Context: an optimization exercise on an open-source flow, tuned for small area and a short achievable clock period. The choices shown serve that exercise and are no tape-out recipe.
Power figures rest on the tool's default switching activity, not on a simulated workload.

==> flow/design.v <==
`timescale 1ns / 1ps
module quant_pre(
    input             clk,
    input             rst,
    input      [31:0] i_max,
    input      [31:0] i_activation,
    output reg [24:0] o_a,      
    output reg [22:0] o_mm,     
    output reg [2:0]  o_sh,     
    output reg        o_big,    
    output reg        o_eq      
);
    wire [7:0] em = i_max[30:23];
    wire [7:0] ea = i_activation[30:23];
    wire [7:0] d  = em - ea;
    wire big  = ea > em;
    wire zero = ea < (em - 8'd8);
    wire eq   = (ea == em);
    always @(posedge clk) begin
        begin
            o_mm  <= i_max[22:0];
            o_big <= big;
            o_eq  <= eq & ~zero;
            o_sh  <= eq ? 3'd0 : (d[2:0] - 3'd1);
            if (zero & ~big)
                o_a <= 25'd0;
            else if (eq)
                o_a <= {1'b1, i_activation[22:0], 1'b0};
            else
                o_a <= {2'b01, i_activation[22:0]};
        end
    end
endmodule
`timescale 1ns / 1ps
module quant_divider #(parameter ARCH = 0) (
    input  [24:0] i_v,
    input  [22:0] i_mm,
    output        o_bit,
    output [23:0] o_rem
);
    localparam N = 24;
    wire [N-1:0] a = i_v[N-1:0];
    wire [N-1:0] b = ~{1'b1, i_mm};           
    wire [N-1:0] g = a & b;
    wire [N-1:0] p = a ^ b;
    wire [N-1:0] g0 = {g[N-1:1], a[0] | b[0]};
    localparam L = 5;
    wire [N-1:0] G [0:L];
    wire [N-1:0] P [0:L];
    assign G[0] = g0;
    assign P[0] = {p[N-1:1], 1'b0};
    genvar l, i;
    generate
        for (l = 0; l < L; l = l + 1) begin : g_lvl
            for (i = 0; i < N; i = i + 1) begin : g_bit
                if (ARCH == 0) begin : ks    
                    if (i >= (1 << l)) begin : m
                        assign G[l+1][i] = G[l][i] | (P[l][i] & G[l][i - (1 << l)]);
                        assign P[l+1][i] = P[l][i] & P[l][i - (1 << l)];
                    end else begin : t
                        assign G[l+1][i] = G[l][i];
                        assign P[l+1][i] = P[l][i];
                    end
                end else begin : sk         
                    if ((i >> l) & 1) begin : m
                        assign G[l+1][i] = G[l][i] | (P[l][i] & G[l][((i >> l) << l) - 1]);
                        assign P[l+1][i] = P[l][i] & P[l][((i >> l) << l) - 1];
                    end else begin : t
                        assign G[l+1][i] = G[l][i];
                        assign P[l+1][i] = P[l][i];
                    end
                end
            end
        end
    endgenerate
    wire [N-1:0] cy = G[L];                   
    wire [N-1:0] cin = {cy[N-2:0], 1'b1};     
    wire [N-1:0] d = p ^ cin;
    assign o_bit = i_v[24] | cy[N-1];
    assign o_rem = o_bit ? d : a;
endmodule
`timescale 1ns / 1ps
module quantizer(
    input         clk,
    input         rst,
    input  [31:0] i_max,
    input  [31:0] i_activation,
    output [7:0]  o_index
);
    wire [24:0] a0;
    wire [22:0] mm0;
    wire [2:0]  sh0;
    wire        big0, eq0;
    quant_pre u_quant_pre(
        .clk(clk), .rst(rst), .i_max(i_max), .i_activation(i_activation),
        .o_a(a0), .o_mm(mm0), .o_sh(sh0), .o_big(big0), .o_eq(eq0)
    );
    wire        c1;
    wire [23:0] rem1;
    quant_divider #(.ARCH(0)) u_step1(.i_v(a0), .i_mm(mm0), .o_bit(c1), .o_rem(rem1));
    wire sat1 = big0 | (eq0 & (a0[23:1] >= mm0));
    wire [23:0] rem [1:8];
    wire [22:0] mm  [1:8];
    wire [2:0]  sh  [1:8];
    wire        sat [1:8];
    wire [7:0]  q   [1:8];    
    assign rem[1] = rem1;
    assign mm[1]  = mm0;
    assign sh[1]  = sh0;
    assign sat[1] = sat1;
    assign q[1]   = {7'd0, c1};
    genvar k;
    generate
        for (k = 2; k <= 8; k = k + 1) begin : g_stage
            reg [23:0] r_rem;
            reg [22:0] r_mm;
            reg [2:0]  r_sh;
            reg        r_sat;
            reg [6:0]  r_q;
            always @(posedge clk) begin
                begin
                    r_rem <= rem[k-1];
                    r_mm  <= mm[k-1];
                    r_sh  <= sh[k-1];
                    r_sat <= sat[k-1];
                    r_q   <= q[k-1][6:0];
                end
            end
            wire        c;
            wire [23:0] nrem;
            quant_divider #(.ARCH(0)) u_step(.i_v({r_rem, 1'b0}), .i_mm(r_mm), .o_bit(c), .o_rem(nrem));
            assign rem[k] = nrem;
            assign mm[k]  = r_mm;
            assign sh[k]  = r_sh;
            assign sat[k] = r_sat;
            assign q[k]   = {r_q, c};
        end
    endgenerate
    wire [7:0] idx = sat[8] ? 8'hff : (q[8] >> sh[8]);
    reg [7:0] r_valid;
    reg [7:0] r_index;
    always @(posedge clk or posedge rst) begin
        if (rst) begin
            r_valid <= 8'd0;
            r_index <= 8'd0;
        end else begin
            r_valid <= {r_valid[6:0], 1'b1};
            r_index <= idx & {8{r_valid[7]}};
        end
    end
    assign o_index = r_index;
endmodule
clock: 5.0 ns
lec_check: 0
cap_margin: 20
core_margin: 2
core_utilization: 60
setup_slack_margin: 2.0
slew_margin: 20
run.sh (not shown) runs the stock make flow with config.mk's settings and CLKGATE_MAP_FILE= SYNTH_SCRIPT=/design/flow/synth_recipe.tcl, a recipe that flattens the netlist after the stock synthesis.
Edit:
--- a/flow/design.v
+++ b/flow/design.v
@@ -30,56 +30,19 @@
                 o_a <= {2'b01, i_activation[22:0]};
         end
     end
 endmodule
 `timescale 1ns / 1ps
-module quant_divider #(parameter ARCH = 0) (
+module quant_divider(
     input  [24:0] i_v,
     input  [22:0] i_mm,
     output        o_bit,
     output [23:0] o_rem
 );
-    localparam N = 24;
-    wire [N-1:0] a = i_v[N-1:0];
-    wire [N-1:0] b = ~{1'b1, i_mm};           
-    wire [N-1:0] g = a & b;
-    wire [N-1:0] p = a ^ b;
-    wire [N-1:0] g0 = {g[N-1:1], a[0] | b[0]};
-    localparam L = 5;
-    wire [N-1:0] G [0:L];
-    wire [N-1:0] P [0:L];
-    assign G[0] = g0;
-    assign P[0] = {p[N-1:1], 1'b0};
-    genvar l, i;
-    generate
-        for (l = 0; l < L; l = l + 1) begin : g_lvl
-            for (i = 0; i < N; i = i + 1) begin : g_bit
-                if (ARCH == 0) begin : ks    
-                    if (i >= (1 << l)) begin : m
-                        assign G[l+1][i] = G[l][i] | (P[l][i] & G[l][i - (1 << l)]);
-                        assign P[l+1][i] = P[l][i] & P[l][i - (1 << l)];
-                    end else begin : t
-                        assign G[l+1][i] = G[l][i];
-                        assign P[l+1][i] = P[l][i];
-                    end
-                end else begin : sk         
-                    if ((i >> l) & 1) begin : m
-                        assign G[l+1][i] = G[l][i] | (P[l][i] & G[l][((i >> l) << l) - 1]);
-                        assign P[l+1][i] = P[l][i] & P[l][((i >> l) << l) - 1];
-                    end else begin : t
-                        assign G[l+1][i] = G[l][i];
-                        assign P[l+1][i] = P[l][i];
-                    end
-                end
-            end
-        end
-    endgenerate
-    wire [N-1:0] cy = G[L];                   
-    wire [N-1:0] cin = {cy[N-2:0], 1'b1};     
-    wire [N-1:0] d = p ^ cin;
-    assign o_bit = i_v[24] | cy[N-1];
-    assign o_rem = o_bit ? d : a;
+    wire [25:0] diff = {1'b0, i_v} - {2'b01, i_mm};
+    assign o_bit = ~diff[25];
+    assign o_rem = o_bit ? diff[23:0] : i_v[23:0];
 endmodule
 `timescale 1ns / 1ps
 module quantizer(
     input         clk,
     input         rst,
@@ -95,11 +58,11 @@
         .clk(clk), .rst(rst), .i_max(i_max), .i_activation(i_activation),
         .o_a(a0), .o_mm(mm0), .o_sh(sh0), .o_big(big0), .o_eq(eq0)
     );
     wire        c1;
     wire [23:0] rem1;
-    quant_divider #(.ARCH(0)) u_step1(.i_v(a0), .i_mm(mm0), .o_bit(c1), .o_rem(rem1));
+    quant_divider u_step1(.i_v(a0), .i_mm(mm0), .o_bit(c1), .o_rem(rem1));
     wire sat1 = big0 | (eq0 & (a0[23:1] >= mm0));
     wire [23:0] rem [1:8];
     wire [22:0] mm  [1:8];
     wire [2:0]  sh  [1:8];
     wire        sat [1:8];
@@ -126,11 +89,11 @@
                     r_q   <= q[k-1][6:0];
                 end
             end
             wire        c;
             wire [23:0] nrem;
-            quant_divider #(.ARCH(0)) u_step(.i_v({r_rem, 1'b0}), .i_mm(r_mm), .o_bit(c), .o_rem(nrem));
+            quant_divider u_step(.i_v({r_rem, 1'b0}), .i_mm(r_mm), .o_bit(c), .o_rem(nrem));
             assign rem[k] = nrem;
             assign mm[k]  = r_mm;
             assign sh[k]  = r_sh;
             assign sat[k] = r_sat;
             assign q[k]   = {r_q, c};
After rerunning: Cell area went down by 4.1%; total power went down by 6.1%; count of clock-buffer cells in the layout went up by 3; final cell count went down by 0.56%; worst setup slack gains 130 ps; die area went down by 2.2%; global-route usage went down by 0.27 points; via count went down by 1.0%.
No run of this note included a check of the RTL's function; only the layout flow was run.

what the ideal ports hide:
Ports are ideal in the flow. The routed layouts listed here were re-timed in OpenROAD. Step 1: set_driving_cell puts a clkbuf_16 on clk and a buf_2 on each other input, an assumption about the parent block. Step 2 adds t to the input delays and takes it off the output delays; t is the mean of the earliest and latest rising clock arrival at the registers after step 1. Input paths then give back, and output paths get back, about the clock's delay inside the block. a / b / c = no drivers / after step 1 / after step 2; a / b = the first two.
| run | t, ns | slack for setup (ns) | latest minus earliest clock arrival (ns) |
|---|---|---|---|
| the first run | 0.617 | 1.906 / 1.906 / 1.533 | 0.025 / 0.026 |
| the second run | 0.613 | 2.032 / 2.032 / 1.484 | 0.016 / 0.016 |
After both steps setup and hold are still met in every run listed. For the second run, which loses most, drivers alone change the setup slack by 0.000 ns; drivers and shift together by -0.548 ns.
